Source: an optimization exercise on an open RTL-to-GDS flow (aim: a short achievable clock period and few clock cycles). Production flows keep margins and buffers that such runs may drop. RTL that was checked went through simulation tests only; none was proved equivalent to the original. No activity file was given, so power comes from the tool's default toggle rates.

// riscv_core
module riscv_core (
    input  clock,
    input  reset,
    output [31:0] bus_address,
    input  [31:0] bus_read_data,
    output [31:0] bus_write_data,
    output [3:0]  bus_byte_enable,
    output        bus_read_enable,
    output        bus_write_enable,
    input  [31:0] inst,
    output [31:0] pc
);
    localparam [29:0] RESET_PC = 30'h00100000;  
    logic [31:2] pc_f;
    logic [1:0]  btb_ctr [0:31];
    logic [15:2] btb_tgt [0:31];
    logic        valid_d;
    logic        stall_r;     
    logic [31:0] inst_d;
    logic [31:0] oh1_d, oh2_d;    
    logic [31:2] pc_d, pc4_d;
    logic        pt_d;        
    logic [1:0]  ctr_d;       
    logic [31:2] ptgt_d;      
    logic        valid_x;
    logic [31:0] opa_x, opb_x;    
    logic [31:0] sha_x;           
    logic [4:0]  shl_x, shr_x;    
    logic [31:0] sd_x, rs1v_x, imm_x;
    logic        fs_l_x;      
    logic [31:2] pc_x, pc4_x, pcimm_x, ptgt_x;
    logic        pt_x;
    logic [1:0]  ctr_x;
    logic        is_branch_x, is_jal_x, is_jalr_x, is_load_x, is_store_x, is_sfb_x;
    logic        wr_x;
    logic [4:0]  rd_x;
    logic [2:0]  f3_x;
    logic        op_add_x, op_sll_x, op_sr_x, op_sra_x, op_slt_x, op_sltu_x, sub_x;
    logic [3:0]  lut_x;       
    logic        c_eq_x, c_ne_x, c_lt_x, c_ge_x, c_ltu_x, c_geu_x;
    logic [31:0] res_m;
    logic        wr_m;
    logic [4:0]  rd_m;
    logic        re_m, we_m;
    logic [31:0] wdata_m;
    logic [3:0]  be_m;
    logic [2:0]  f3_m;
    logic        mis_m;       
    logic        jalr_m, tk_m;
    logic [31:2] jt_m, pcimm_m, pc4_m;
    logic [31:2] tgt_m;
    logic [31:0] regs [1:31];
    logic        upd_v;
    logic [4:0]  upd_idx;
    logic [15:2] upd_tgt;
    logic [1:0]  upd_ctr;
    assign pc = {pc_f, 2'b00};
    logic [4:0]  f_idx;
    logic        f_taken;
    logic [31:2] f_tgt;
    logic [1:0]  f_ctr;
    logic [31:2] pc4_f;
    assign f_idx   = pc_f[6:2];
    assign f_ctr   = btb_ctr[f_idx];
    assign f_taken = f_ctr[1];
    assign f_tgt   = {pc_f[31:16], btb_tgt[f_idx]};
    assign pc4_f   = pc_f + 30'd1;
  ...
==> flow/config.mk <==
export PLATFORM = sky130hd
export DESIGN_NAME = riscv_core
export DESIGN_NICKNAME = riscv_core
export VERILOG_FILES = /design/flow/design.v
export SDC_FILE = /design/flow/constraint.sdc
export NUM_CORES = 8
export LEC_CHECK = 0
export ABC_CLOCK_PERIOD_IN_PS = 2500
export CAP_MARGIN = 20
export CORE_MARGIN = 2
export CORE_UTILIZATION = 40
export SETUP_SLACK_MARGIN = 5
export SLEW_MARGIN = 20
==> flow/constraint.sdc <==
create_clock -name core_clock -period 9.0 [get_ports {clock}]
set_input_delay 1.8000 -clock core_clock [delete_from_list [all_inputs] [get_ports {clock}]]
set_output_delay 1.8000 -clock core_clock [all_outputs]
set_load 0.01 [all_outputs]
standard.sh (not shown) runs the stock make flow with config.mk's settings and CLKGATE_MAP_FILE= SYNTH_SCRIPT=/design/flow/synth_recipe.tcl, a recipe that flattens the netlist after the stock synthesis.
==> flow/flow/run.sh <==
#!/bin/bash
# Standard layout, with timing repair aimed well below the 9 ns clock.
set -euo pipefail
bash standard.sh SETUP_SLACK_MARGIN=6.5 finish > standard_flow.log 2>&1
The starting point completed without violations.
Next try:
--- a/flow/design.v
+++ b/flow/design.v
@@ -42,16 +42,14 @@
     logic        wr_m;
     logic [4:0]  rd_m;
     logic        re_m, we_m;
     logic [31:0] wdata_m;
     logic [3:0]  be_m;
     logic [2:0]  f3_m;
     logic        mis_m;       
-    logic        jalr_m, tk_m;
-    logic [31:2] jt_m, pcimm_m, pc4_m;
     logic [31:2] tgt_m;
     logic [31:0] regs [1:31];
     logic        upd_v;
     logic [4:0]  upd_idx;
     logic [15:2] upd_tgt;
     logic [1:0]  upd_ctr;
     assign pc = {pc_f, 2'b00};
@@ -199,15 +197,14 @@
     assign bmis_x     = is_branch_x && !sfb_ok_x && (cond_x ? !(pt_x && tgt_ok_x) : pt_x);
     assign jmis_x     = is_jalr_x && !(pt_x && jok_x);
     assign emis_x     = is_jal_x ? !(pt_x && tgt_ok_x) : pt_x && !is_branch_x && !is_jalr_x;
     assign etgt_x     = is_jal_x ? pcimm_x : pc4_x;
     assign redirect_x = valid_x && !redirect_m && emis_x;
     assign kill_d     = valid_x && !redirect_m && sfb_ok_x && cond_x;
     assign redirect_m = mis_m;
-    assign tgt_m      = jalr_m ? jt_m : tk_m ? pcimm_m : pc4_m;
     assign bus_address      = res_m;
     assign bus_read_enable  = re_m;
     assign bus_write_enable = we_m;
     assign bus_write_data   = wdata_m;
     assign bus_byte_enable  = be_m;
     logic [31:0] ld_sh_m;
     assign ld_sh_m = bus_read_data >> {res_m[1:0], 3'b000};
@@ -310,19 +307,15 @@
         c_ltu_x <= f3_d == 3'b110;
         c_geu_x <= f3_d == 3'b111;
     end
     always_ff @(posedge clock) begin
         res_m  <= result_x;
         rd_m   <= rd_x;
         f3_m   <= f3_x;
-        jalr_m  <= is_jalr_x;
-        tk_m    <= cond_x;
-        jt_m    <= jt_x[31:2];
-        pcimm_m <= pcimm_x;
-        pc4_m   <= pc4_x;
+        tgt_m  <= is_jalr_x ? jt_x[31:2] : cond_x ? pcimm_x : pc4_x;
         case (f3_x[1:0])
             2'b00:   wdata_m <= {4{s_x[7:0]}};
             2'b01:   wdata_m <= {2{s_x[15:0]}};
             default: wdata_m <= s_x;
         endcase
         case (f3_x[1:0])
             2'b00:   be_m <= 4'b0001 << sum_x[1:0];
What happened: The changed run passed the timing, DRC and antenna checks. Global-route usage goes up by 0.23 points. Worst hold slack is better by 0.0082 ns. Synthesized area goes down by 0.91%. Core utilization goes up by 0.14 points. Design area goes down by 0.76%. Non-clock buffer count goes down by 39. Wire length goes down by 0.59%. Total power goes up by 0.56%. Via count goes down by 1.1%. Worst setup slack is better by 0.11 ns. Maximum frequency goes up by 3.2%.
Testbench counts after the change, summed over its fixed seeds: cycles 138,391.
No functional check of the RTL was part of the first run of this note.

---

Another version of the RTL of riscv_core (not shown whole).
Size in the first run: roughly 170 I/O pins, about 170000 sq um of cells after synthesis.
export LEC_CHECK = 0
export ABC_CLOCK_PERIOD_IN_PS = 2500
export CAP_MARGIN = 40
export CORE_MARGIN = 2
export CORE_UTILIZATION = 40
export PLACE_DENSITY = 0.5
export SETUP_SLACK_MARGIN = 5
export SLEW_MARGIN = 40
create_clock -name core_clock -period 9.0 [get_ports {clock}]
Scripts as last shown in full above: flow/flow/run.sh
Testbench counts at the start, summed over its fixed seeds: cycles 116,679.
==> next run, changes <==
--- a/flow/design.v
+++ b/flow/design.v
@@ -111,19 +111,18 @@
     logic        pair_d;      
     logic        bne_d;       
     logic [31:0] oh3_d;       
     logic [4:0]  rs3_d;
     logic [31:2] bpc_d;       
     logic [31:0] bimm_d;      
     logic        stall_r;     
     logic [31:0] inst_d;
     logic [31:0] oh1_d, oh2_d;    
-    logic [31:0] oh1h_d, oh2h_d;  
     logic [31:2] pc_d, pc4_d;
     logic        pt_d;        
     logic [1:0]  ctr_d;       
     logic [31:2] ptgt_d;      
     logic        valid_x;
     logic [31:0] opa_x, opb_x;    
     logic [31:0] sha_x;           
     logic [4:0]  shl_x, shr_x;    
     logic [31:0] sd_x, rs1v_x, imm_x;
@@ -298,20 +297,20 @@
     assign tco_d = (bpc_d & bimm_d[31:2]) | ((bpc_d ^ bimm_d[31:2]) & ~ptgt_d);
     assign tok_d = (bpc_d ^ bimm_d[31:2] ^ ptgt_d) == {tco_d[30:2], 1'b0};
     logic [31:0] rf1_d, rf2_d;
     logic        rz3_d;
     always_comb begin
         rf1_d = 32'b0;
         rf2_d = 32'b0;
         rz3_d = 1'b0;
         for (int i = 1; i < 32; i++) begin
-            rf1_d = rf1_d | ({{16{oh1h_d[i]}}, {16{oh1_d[i]}}} & regs[i]);
-            rf2_d = rf2_d | ({{16{oh2h_d[i]}}, {16{oh2_d[i]}}} & regs[i]);
+            rf1_d = rf1_d | ({32{oh1_d[i]}} & regs[i]);
+            rf2_d = rf2_d | ({32{oh2_d[i]}} & regs[i]);
             rz3_d = rz3_d | (oh3_d[i] & rz[i]);
         end
     end
     logic hx1, hx2, hx3, hm1, hm2, hm3, wrx_x;
     assign hx1 = wrx_x && rd_x == rs1_d;
     assign hx2 = wrx_x && rd_x == rs2_d;
     assign hx3 = wrx_x && rd_x == rs3_d;
     assign hm1 = wr_m && rd_m == rs1_d;
     assign hm2 = wr_m && rd_m == rs2_d;
@@ -493,20 +492,18 @@
             fused2_d <= fuse2_f;
             pair_d   <= fuse_f || fuse2_f || fuse3_f;
             bne_d    <= bne_f;
             oh3_d    <= onehot5(rs3_f) & 32'hFFFFFFFE;
             rs3_d    <= rs3_f;
             bpc_d    <= bpc_f;
             bimm_d   <= bimm_f;
             oh1_d  <= oh1_f;
             oh2_d  <= oh2_f;
-            oh1h_d <= oh1_f & {32{uses1_f}};
-            oh2h_d <= oh2_f & {32{uses2_f | is_store_f}};
             pc_d   <= pc_f;
             pc4_d  <= fuse2_f || fuse3_f ? pc8_f : pc4_f;
             pt_d   <= f_taken;
             ctr_d  <= f_ctr;
             ptgt_d <= f_tgt;
             is_lui_d    <= is_lui_f;
             is_auipc_d  <= is_auipc_f;
             is_jalr_d   <= is_jalr_f;
             is_branch_d <= is_branch_f || fuse2_f;
Result: The changed run completed with no timing, DRC or antenna violations. Cell area falls by 1.6%. Total power falls by 17%. Non-clock buffer count falls by 21. Setup slack gets worse by 0.15 ns. Via count falls by 0.55%. Hold slack gets better by 0.0036 ns. Count of clock-buffer cells in the layout falls by 5. Register-to-register slack gets worse by 0.15 ns. Final cell count falls by 1.4%. Routed wire length falls by 1.1%. Global-route usage rises by 0.42 points. Utilization stays flat. Flip-flop and latch count falls by 62.
Testbench counts after the change, summed over its fixed seeds: cycles 116,679.

## separate check: timing with driven ports
How much do the figures lean on ideal ports? The routed layouts below were timed once more, with nothing changed but the port constraints.
Step 1 sets driving cells, clkbuf_16 on the clock port and buf_2 on the other inputs (assumed; they add their load-dependent delay and slew).
Step 2 adds t to the input delays and takes it off the output delays; t is the mean of the earliest and latest rising clock arrival at the registers after step 1. Input paths then give back, and output paths get back, about the clock's delay inside the block.
Three values: ideal ports, drivers, drivers and shift; two values: the first two.
run	shift t [ns]	slack for setup (ns)	slew at the worst register clock pin (ns)
the first run of note 1	0.955	5.262 / 5.262 / 4.706	0.08 / 0.08
the second run of note 1	0.948	5.377 / 5.377 / 4.706	0.07 / 0.07
the first run of note 2	1.121	5.341 / 5.306 / 4.542	0.07 / 0.07
the second run of note 2	1.131	5.188 / 5.188 / 4.520	0.07 / 0.07
After both steps setup and hold are still met in every run listed. For the first run of note 2, which loses most, drivers alone change the setup slack by -0.035 ns; drivers and shift together by -0.799 ns.
